This design comes from an exercise in tuning for small area and a short achievable clock period on the open sky130 flow, not from production work. In this exercise RTL edits were held to simulation tests only and were not proved equivalent to the original.

**flow/design.v**
```verilog
module debounce(clk,rst_n,nextButton,buttonOut);
input clk;
input rst_n;
input nextButton;
output buttonOut;
reg buttonOut;
reg [1:0]button_pressed, button_not_pressed;
reg button_state;
always @ (posedge clk or negedge rst_n)
begin
	if(!rst_n) 
		begin
		button_pressed<= 2'b00;
		button_not_pressed<= 2'b00;
		buttonOut <= 0;
		end
	else
		begin
		if(!nextButton & !button_state)
			begin
			button_pressed <= button_pressed + 1'b1;		 
			end
		else
			begin
			button_pressed <= 2'b00;  
			end
		if(button_pressed == 2'b01  ) 
			begin
			buttonOut <= 1;
			button_state <= 1'b1;
			button_pressed <= 2'b00;
			end
		if(nextButton & button_state)
			begin
			button_not_pressed <= button_not_pressed + 1'b1;
			buttonOut <= 0;
			end
		else
			begin
			button_not_pressed <= 2'b0;
			end
		if(button_not_pressed == 2'b01)
			begin
			button_not_pressed <= 2'b0;
			button_state <= 1'b0;
			end
		end 
end 
endmodule
module countvote(clk,result,status_switch,counter_A, counter_B, counter_DC_A, counter_DC_B, counter_MD_A, counter_MD_B, 
						  counter_VA_A, counter_VA_B);
input clk;
input status_switch;
input[28:0] counter_A;
input[28:0] counter_B;
input[28:0] counter_DC_A;
input[28:0] counter_DC_B;
input[28:0] counter_MD_A;
input[28:0] counter_MD_B;
input[28:0] counter_VA_A;
input[28:0] counter_VA_B;
output[3:0] result;
reg[3:0] result;
always @ (posedge clk)
begin
	if (status_switch)
	begin
		result[3] <= 1;
		if (counter_DC_A > counter_DC_B)
			result[2] <= 1;
		else
			result[2] <= 0;
		if (counter_MD_A > counter_MD_B)
			result[1] <= 1;
		else
			result[1] <= 0;
		if (counter_VA_A > counter_VA_B)
			result[0] <= 1;
		else
			result[0] <= 0;
	end
	else
	begin
		result[3] <= 0; 
		if (counter_A > counter_B)
			result[2:0] <= 3'b111;
		else
			result[2:0] <= 3'b011;
	end
end					  						  
endmodule
module segmentdisplay(clk, rst_n, DC_switch, MD_switch, VA_switch, 
						  counter_A, counter_B, counter_DC_A, counter_DC_B, counter_MD_A, counter_MD_B, 
						  counter_VA_A, counter_VA_B, counter_total, counter_DC_total, counter_MD_total, counter_VA_total,
						  LED_out0, LED_out1, LED_out2, LED_out3, LED_out4, LED_out5, LED_out6, LED_out7);
parameter total_showvote = 2'b00, DC_showvote = 2'b01, MD_showvote = 2'b10, VA_showvote = 2'b11;
input clk;
input rst_n;
input DC_switch;
input MD_switch;
input VA_switch;
input[28:0] counter_A;
input[28:0] counter_B;
input[28:0] counter_DC_A;
input[28:0] counter_DC_B;
input[28:0] counter_MD_A;
input[28:0] counter_MD_B;
input[28:0] counter_VA_A;
input[28:0] counter_VA_B;
input[28:0] counter_total;
input[28:0] counter_DC_total;
input[28:0] counter_MD_total;
input[28:0] counter_VA_total;
output reg [6:0] LED_out0;
output reg [6:0] LED_out1;
output reg [6:0] LED_out2;
output reg [6:0] LED_out3;
output reg [6:0] LED_out4;
output reg [6:0] LED_out5;
output reg [6:0] LED_out6;
output reg [6:0] LED_out7;
reg[28:0] showvote;
reg[2:0] currentState;
reg[2:0] nextState;
reg[10:0] timer;
reg[1:0] votestag;
wire[28:0] LED_BCD0;
wire[28:0] LED_BCD1;
wire[28:0] LED_BCD2;
wire[28:0] LED_BCD3;
wire[28:0] LED_BCD4;
wire[28:0] LED_BCD5;
wire[28:0] LED_BCD6;
always @ (posedge clk or negedge rst_n)
	begin
		if (!rst_n)
			timer <= 0;
		else
			begin
			if (timer == 24)
				timer <= 0;
			else
				timer <= timer + 1;
			end
	end
always @ (posedge clk or negedge rst_n)
	begin
	if (!rst_n)
		currentState <= total_showvote;
	else
		currentState <= nextState;		
	end
always @ (posedge clk)
	begin
		case(currentState)
		total_showvote: begin
							 if (DC_switch && !MD_switch && !VA_switch)
								nextState <= DC_showvote;
							 else if (MD_switch && !VA_switch && !DC_switch)
								nextState <= MD_showvote;
							 else if (VA_switch && !MD_switch && !DC_switch)
								nextState <= VA_showvote;
							 else
								nextState <= total_showvote;
							 end
		DC_showvote: begin
						 if (DC_switch && !MD_switch && !VA_switch)
							   nextState <= DC_showvote;
						 else if (MD_switch && !VA_switch && !DC_switch)
								nextState <= MD_showvote;
						 else if (VA_switch && !MD_switch && !DC_switch)
								nextState <= VA_showvote;
						 else
								nextState <= total_showvote;
						 end
		MD_showvote: begin
						 if (DC_switch && !MD_switch && !VA_switch)
							   nextState <= DC_showvote;
						 else if (MD_switch && !VA_switch && !DC_switch)
								nextState <= MD_showvote;
						 else if (VA_switch && !MD_switch && !DC_switch)
								nextState <= VA_showvote;
						 else
								nextState <= total_showvote;
						 end
		VA_showvote: begin
						 if (DC_switch && !MD_switch && !VA_switch)
							   nextState <= DC_showvote;
						 else if (MD_switch && !VA_switch && !DC_switch)
								nextState <= MD_showvote;
						 else if (VA_switch && !MD_switch && !DC_switch)
								nextState <= VA_showvote;
						 else
								nextState <= total_showvote;
						 end
		default: nextState <= total_showvote;
		endcase	
	end
always @ (posedge clk)
	begin
		case(nextState)
		total_showvote: begin
							 if (timer < 8)
							 begin
								showvote <= counter_A;
								votestag <= 0;
							 end
							 else if (timer < 16)
							 begin
								showvote <= counter_B;
								votestag <= 1;
							 end
							 else
							 begin
								showvote <= counter_total; 
								votestag <= 2;
							 end
							 end
		DC_showvote: begin
						 if (timer < 8)
						 begin
							showvote <= counter_DC_A;
							votestag <= 0;
						 end
						 else if (timer < 16)
						 begin
							showvote <= counter_DC_B;
							votestag <= 1;
						 end
						 else
						 begin
							showvote <= counter_DC_total;
							votestag <= 2;
						 end
						 end
		MD_showvote: begin
						 if (timer < 8)
						 begin
							showvote <= counter_MD_A;
							votestag <= 0;
						 end
						 else if (timer < 16)
						 begin
							showvote <= counter_MD_B;
							votestag <= 1;
						 end
						 else
						 begin
							showvote <= counter_MD_total;
							votestag <= 2;
						 end
						 end
		VA_showvote: begin
						 if (timer < 8)
						 begin
							showvote <= counter_VA_A;
							votestag <= 0;
						 end
						 else if (timer < 16)
						 begin
							showvote <= counter_VA_B;
							votestag <= 1;
						 end
						 else
						 begin
							showvote <= counter_VA_total;
							votestag <= 2;
						 end
						 end
		endcase
	end
	assign LED_BCD6 = (showvote%10000000)/1000000;
	assign LED_BCD5 = ((showvote%10000000)%1000000)/100000;
	assign LED_BCD4 = (((showvote%10000000)%1000000)%100000)/10000;
   assign LED_BCD3 = ((((showvote%10000000)%1000000)%100000)%10000)/1000;
	assign LED_BCD2 = (((((showvote%10000000)%1000000)%100000)%10000)%1000)/100;
	assign LED_BCD1 = ((((((showvote%10000000)%1000000)%100000)%10000)%1000)%100)/10;
	assign LED_BCD0 = ((((((showvote%10000000)%1000000)%100000)%10000)%1000)%100)%10;
always @(*)
    begin
        case(LED_BCD0)
        4'b0000: LED_out0 = 7'b1000000;  
        4'b0001: LED_out0 = 7'b1111001;  
        4'b0010: LED_out0 = 7'b0100100;  
        4'b0011: LED_out0 = 7'b0110000;  
        4'b0100: LED_out0 = 7'b0011001;  
        4'b0101: LED_out0 = 7'b0010010;  
        4'b0110: LED_out0 = 7'b0000010;  
        4'b0111: LED_out0 = 7'b1111000;  
        4'b1000: LED_out0 = 7'b0000000;  
        4'b1001: LED_out0 = 7'b0011000;  
        default: LED_out0 = 7'b1000000;  
        endcase
    end
always @(*)
    begin
        case(LED_BCD1)
        4'b0000: LED_out1 = 7'b1000000;  
        4'b0001: LED_out1 = 7'b1111001;  
        4'b0010: LED_out1 = 7'b0100100;  
        4'b0011: LED_out1 = 7'b0110000;  
        4'b0100: LED_out1 = 7'b0011001;  
        4'b0101: LED_out1 = 7'b0010010;  
        4'b0110: LED_out1 = 7'b0000010;  
        4'b0111: LED_out1 = 7'b1111000;  
        4'b1000: LED_out1 = 7'b0000000;  
        4'b1001: LED_out1 = 7'b0011000;  
        default: LED_out1 = 7'b1000000;  
        endcase
    end
always @(*)
    begin
        case(LED_BCD2)
        4'b0000: LED_out2 = 7'b1000000;  
        4'b0001: LED_out2 = 7'b1111001;  
        4'b0010: LED_out2 = 7'b0100100;  
        4'b0011: LED_out2 = 7'b0110000;  
        4'b0100: LED_out2 = 7'b0011001;  
        4'b0101: LED_out2 = 7'b0010010;  
        4'b0110: LED_out2 = 7'b0000010;  
        4'b0111: LED_out2 = 7'b1111000;  
        4'b1000: LED_out2 = 7'b0000000;  
        4'b1001: LED_out2 = 7'b0011000;  
        default: LED_out2 = 7'b1000000;  
        endcase
    end
always @(*)
    begin
        case(LED_BCD3)
        4'b0000: LED_out3 = 7'b1000000;  
        4'b0001: LED_out3 = 7'b1111001;  
        4'b0010: LED_out3 = 7'b0100100;  
        4'b0011: LED_out3 = 7'b0110000;  
        4'b0100: LED_out3 = 7'b0011001;  
        4'b0101: LED_out3 = 7'b0010010;  
        4'b0110: LED_out3 = 7'b0000010;  
        4'b0111: LED_out3 = 7'b1111000;  
        4'b1000: LED_out3 = 7'b0000000;  
        4'b1001: LED_out3 = 7'b0011000;  
        default: LED_out3 = 7'b1000000;  
        endcase
    end
always @(*)
    begin
        case(LED_BCD4)
        4'b0000: LED_out4 = 7'b1000000;  
        4'b0001: LED_out4 = 7'b1111001;  
        4'b0010: LED_out4 = 7'b0100100;  
        4'b0011: LED_out4 = 7'b0110000;  
        4'b0100: LED_out4 = 7'b0011001;  
        4'b0101: LED_out4 = 7'b0010010;  
        4'b0110: LED_out4 = 7'b0000010;  
        4'b0111: LED_out4 = 7'b1111000;  
        4'b1000: LED_out4 = 7'b0000000;  
        4'b1001: LED_out4 = 7'b0011000;  
        default: LED_out4 = 7'b1000000;  
        endcase
    end
always @(*)
    begin
        case(LED_BCD5)
        4'b0000: LED_out5 = 7'b1000000;  
        4'b0001: LED_out5 = 7'b1111001;  
        4'b0010: LED_out5 = 7'b0100100;  
        4'b0011: LED_out5 = 7'b0110000;  
        4'b0100: LED_out5 = 7'b0011001;  
        4'b0101: LED_out5 = 7'b0010010;  
        4'b0110: LED_out5 = 7'b0000010;  
        4'b0111: LED_out5 = 7'b1111000;  
        4'b1000: LED_out5 = 7'b0000000;  
        4'b1001: LED_out5 = 7'b0011000;  
        default: LED_out5 = 7'b1000000;  
        endcase
    end
always @(*)
    begin
        case(LED_BCD6)
        4'b0000: LED_out6 = 7'b1000000;  
        4'b0001: LED_out6 = 7'b1111001;  
        4'b0010: LED_out6 = 7'b0100100;  
        4'b0011: LED_out6 = 7'b0110000;  
        4'b0100: LED_out6 = 7'b0011001;  
        4'b0101: LED_out6 = 7'b0010010;  
        4'b0110: LED_out6 = 7'b0000010;  
        4'b0111: LED_out6 = 7'b1111000;  
        4'b1000: LED_out6 = 7'b0000000;  
        4'b1001: LED_out6 = 7'b0011000;  
        default: LED_out6 = 7'b1000000;  
        endcase
    end
always @(*)
    begin
        case(votestag)
        0: LED_out7 = 7'b0001000;  
        1: LED_out7 = 7'b0000011;  
        2: LED_out7 = 7'b1000110;  
		  default: LED_out7 = 7'b1111111;
        endcase
    end
endmodule 
module evm_display(clk, rst_n, button, DC_switch, MD_switch, VA_switch, status_switch,
                   counter_A, counter_B, counter_DC_A, counter_DC_B, counter_MD_A, counter_MD_B,
                   counter_VA_A, counter_VA_B, counter_total, counter_DC_total, counter_MD_total,
                   counter_VA_total,
                   nextButton, result,
                   LED_out0, LED_out1, LED_out2, LED_out3, LED_out4, LED_out5, LED_out6, LED_out7);
input clk;
input rst_n;
input button;
input DC_switch;
input MD_switch;
input VA_switch;
input status_switch;
input [28:0] counter_A;
input [28:0] counter_B;
input [28:0] counter_DC_A;
input [28:0] counter_DC_B;
input [28:0] counter_MD_A;
input [28:0] counter_MD_B;
input [28:0] counter_VA_A;
input [28:0] counter_VA_B;
input [28:0] counter_total;
input [28:0] counter_DC_total;
input [28:0] counter_MD_total;
input [28:0] counter_VA_total;
output nextButton;
output [3:0] result;
output [6:0] LED_out0;
output [6:0] LED_out1;
output [6:0] LED_out2;
output [6:0] LED_out3;
output [6:0] LED_out4;
output [6:0] LED_out5;
output [6:0] LED_out6;
output [6:0] LED_out7;
debounce bk1(.clk(clk),
             .rst_n(rst_n),
             .nextButton(button),
             .buttonOut(nextButton));
countvote bk3(.clk(clk),
              .status_switch(status_switch),
              .counter_A(counter_A),
              .counter_B(counter_B),
              .counter_DC_A(counter_DC_A),
              .counter_DC_B(counter_DC_B),
              .counter_MD_A(counter_MD_A),
              .counter_MD_B(counter_MD_B),
              .counter_VA_A(counter_VA_A),
              .counter_VA_B(counter_VA_B),
              .result(result));
segmentdisplay bk4(.clk(clk),
                   .rst_n(rst_n),
                   .DC_switch(DC_switch),
                   .MD_switch(MD_switch),
                   .VA_switch(VA_switch),
                   .counter_A(counter_A),
                   .counter_B(counter_B),
                   .counter_DC_A(counter_DC_A),
                   .counter_DC_B(counter_DC_B),
                   .counter_MD_A(counter_MD_A),
                   .counter_MD_B(counter_MD_B),
                   .counter_VA_A(counter_VA_A),
                   .counter_VA_B(counter_VA_B),
                   .counter_total(counter_total),
                   .counter_DC_total(counter_DC_total),
                   .counter_MD_total(counter_MD_total),
                   .counter_VA_total(counter_VA_total),
                   .LED_out0(LED_out0),
                   .LED_out1(LED_out1),
                   .LED_out2(LED_out2),
                   .LED_out3(LED_out3),
                   .LED_out4(LED_out4),
                   .LED_out5(LED_out5),
                   .LED_out6(LED_out6),
                   .LED_out7(LED_out7));
endmodule
```
**flow/run.sh**
```bash
#!/bin/bash
# synth_recipe.tcl (not shown) runs the flow's synth.tcl, then flattens the netlist and writes it again
# the make line also repeats each setting of config.mk as NAME=value (left out here)
make -C /OpenROAD-flow-scripts/flow DESIGN_CONFIG=/design/flow/config.mk WORK_HOME=/design/flow/orfs CLKGATE_MAP_FILE= SYNTH_SCRIPT=/design/flow/synth_recipe.tcl finish
```
**flow/config.mk**
```make
export PLATFORM = sky130hd
export DESIGN_NAME = evm_display
export DESIGN_NICKNAME = evm_display
export VERILOG_FILES = /design/flow/design.v
export SDC_FILE = /design/flow/constraint.sdc
export NUM_CORES = 4
export LEC_CHECK = 0
export CAP_MARGIN = 20
export CORE_MARGIN = 2
export CORE_UTILIZATION = 40
export SLEW_MARGIN = 20
```
**flow/constraint.sdc**
```tcl
create_clock -name core_clock -period 36.0 [get_ports {clk}]
set_input_delay 7.2000 -clock core_clock [delete_from_list [all_inputs] [get_ports {clk}]]
set_output_delay 7.2000 -clock core_clock [all_outputs]
set_load 0.01 [all_outputs]
```
==> impl_metrics.toml <==
[routing]
ant_nets = 0
drtIter0Drc = 2607
drc = 0
routed_wl_um = 108000
vias = 30300
wl_per_cell_um = 21.4
dr.pass1.iters = 6
routed_via_density = 6.01

[synth]
synthMuxAreaShare = 0.110
synth_adder_area_share = 0.0822
syn_avg_cell_area_um2 = 7.10
synth-xor-area-share = 0.0738
synth_edf_count = 32
ys_ff_latch = 54
yosys.area_share.simple = 0.253
synth_cells = 3621
yosysUniqueCellTypes = 164
ys_seq_area_frac = 0.0576
synth-main-ff-cell = "edfxtp_1"
ys_warn_count = 3
async_flop_share = 0.296
syn_area_um2 = 25700
synth_top_family_by_area = "compound AO/OA/AOI/OAI gates"
synth_compound_area_frac = 0.350

[place]
place_inst = 4962
hpwl_um = 89000
gp_congestion = 0.946
portBuffers = 415

[floorplan]
die_w_um = 258
die_height_um = 258
fp.coreArea_um2 = 63300
die_area_um2 = 66300
io_pins = 416
rows = 92
start_util = 0.406

[timing]
worst_pin_slew_ns = 1.03
slew_violations = 0
setup-tns-final_ns = 0
post-route-min-period_ns = 34.63
fin_crit_sh = 0.962
fmax_mhz = 28.9
max_slew_margin = 0.307
finalHoldViolations = 0
finalClockSkew_ns = 0.0177
setup_violations = 0

[layout]
utilization = 0.526
seq_area_um2 = 1490
final_nets = 4707
synthToLayoutAreaGrowth_pct = 29.5
multi_input_area_um2 = 23200
layout-drive-gt1-share = 0.157
final_common_cell = "clkdlybuf4s50_1"
fill_cells = 6363
layout_common_cells = "clkdlybuf4s50_1, nor2_1, a21oi_1, buf_4, nand2_1"
finalNonFillerCells = 5043

[critical_path]
rrSetupSlack_ns = 32.08
cp.required_ns = 28.80
critPathKind = "register to output pin"
cp_max_fo = 23
critical_path.max_stage_delay_ns = 0.60
critPathSlowestCell = "clkdlybuf4s50_1"
end_kind = "output pin"
crit_top_cell = "buf_4"
r2r_cells = 5
arrival_ns = 27.43
cp-start-kind = "register"

[cts]
htreeDepth = 2
cts-root-buf = "clkbuf_16"
clk-insertion-delay-late_ns = 0.33
path_clk_slew_ns = 0.09
hold_buffers = 0
numCtsBuffers = 5
cts_tree = "yes"
clock-sinks = 54
clock_path_buffers = 2

[grt]
grt_overflow = 0
grt_max_degree = 199
grt_usage = 0.307
antenna_found_initial = 9
grt_pass1_vias = 28100
grt_pass1_wl_um = 164000

[min_path]
min_delay_path_depth = 1
min_path_type = "register to register"

[run]
drv_cap = 0

[run_status]
status = "finished clean"
layout make-up:
cell class                      instances  area share
Timing Repair Buffer                  735       0.198
Antenna cell                            5    0.000376
Inverter                              211      0.0241
Multi-Input combinational cell       3184       0.696
Tap cell                              846      0.0318
Clock buffer                            5     0.00376
Sequential cell                        54      0.0446
Clock inverter                          3     0.00128
cells by family (layout without fill, tap and decap cells):
| group | count (synthesis) | count (layout) |
|---|---|---|
| buffers and inverters | 415 | 954 |
| AOI/OAI and AO/OA | 1231 | 1233 |
| other | 1 | 36 |
| adders and majority gates | 171 | 171 |
| and+or+nand+nor | 1303 | 1303 |
| muxes | 241 | 241 |
| DFF | 54 | 54 |
| xor gates and xnor gates | 205 | 205 |
state kept, by name, summed over array words and instances (netlist names):
register / flops
bk1.buttonOut: 1
bk1.button_not_pressed: 2
bk1.button_pressed: 2
bk1.button_state: 1
bk3.result: 4
bk4.nextState: 2
bk4.showvote: 29
bk4.timer: 11
bk4.votestag: 2
synthesized netlist by cell type, types with 19 or more instances:
master	number	area share
and3_1	40	0.0097
o2111ai_1	22	0.0075
xnor2_1	148	0.050
o21a_1	33	0.0096
nand2b_1	41	0.010
a211oi_1	48	0.014
and2_1	35	0.0085
a21oi_1	330	0.064
mux2i_1	184	0.072
nand2_1	253	0.037
inv_1	201	0.029
mux4_2	30	0.026
o21ai_1	34	0.0066
a31oi_1	45	0.011
nor2b_1	34	0.0083
o21ai_0	168	0.033
buf_2	49	0.0095
a21o_1	58	0.017
nor4_1	40	0.0097
clkbuf_1	88	0.013
o31ai_1	27	0.0079
nor3_1	107	0.021
o22ai_1	22	0.0054
ha_1	161	0.078
xor2_1	46	0.016
or3_1	29	0.0071
a211o_1	21	0.0072
or2_2	19	0.0046
o211ai_1	59	0.017
edfxtp_1	32	0.037
buf_4	37	0.011
nand4_1	52	0.013
nor2_1	411	0.060
nand3_1	114	0.022
metal layers:
layer	share of wire	GRT usage	up-vias
li1	-	-	14800
met1	0.43	0.401	14300
met2	0.48	0.526	1085
met3	0.056	0.0351	133
met4	0.035	0.102	8
met5	0.00052	0	-
through the flow:
stage                     worst slack, ns  cell area, um2  hold slack [ns]
after CTS                           0.161           32100            0.446
final                                1.37           33300            0.441
after global routing              -0.0524           33300            0.474
after detailed placement            0.215           31900            0.431
after global placement              0.383           31900            0.428
after floorplan                      3.05           25800            0.415
worst paths after layout:
kind	startpoint	end
setup / recovery	bk4.showvote[12]	LED_out0[6]
min in group asynchronous	rst_n	bk1.buttonOut
max in group asynchronous	rst_n	bk4.timer[3]
hold / removal	bk1.button_not_pressed[0]	bk1.button_not_pressed[0]
hold reg to reg	bk1.button_not_pressed[0]	bk1.button_not_pressed[0]
setup reg to reg	bk4.timer[3]	bk4.showvote[18]
worst max-delay path: cells and delay by family (launching register included):
kind,cells,cell delay (ns)
AND/OR/NAND/NOR,25,6.79
buffers and inverters,17,3.42
flip-flops,1,0.33
AO/OA/AOI/OAI,55,14.31
adder cells (fa/ha/maj),1,0.27
multiplexers,4,1.22
XOR/XNOR,4,0.75
what timing repair did:
item	CTS	global route
gates cloned	1	1
hold endpoints to repair	0	0
pin swaps	1	25
buffers inserted	1	65
setup endpoints to repair	7	21
gates resized for setup	3	129

==> port drivers added, routing unchanged <==
The results above use ideal ports. As a check the final layout listed here was re-extracted and re-timed, cells and wires unchanged. Step 1 (the two cells are an assumption about what drives the block):
set clk [get_ports {clk}]
set_driving_cell -lib_cell sky130_fd_sc_hd__clkbuf_16 $clk
set_driving_cell -lib_cell sky130_fd_sc_hd__buf_2 [delete_from_list [all_inputs] $clk]
Step 2 moves the port delays by t, midway between the first and last clock arrival at a register: inputs arrive t later, outputs are due t later. That takes back most of the time a late clock gives input paths. a / b / c = ideal / step 1 / step 2; a / b = the first two.
t (ns): 0.375
setup slack, ns: 1.367 / 1.313 / 1.688
worst hold slack (ns): 0.441 / 0.441 / 0.441
slew at the worst register clock pin (ns): 0.09 / 0.09
worst slew at a driven data input, ns: 0.15
After both steps setup and hold are still met in this run. The setup slack of this run moves by -0.054 ns with the drivers and by +0.321 ns with both steps.
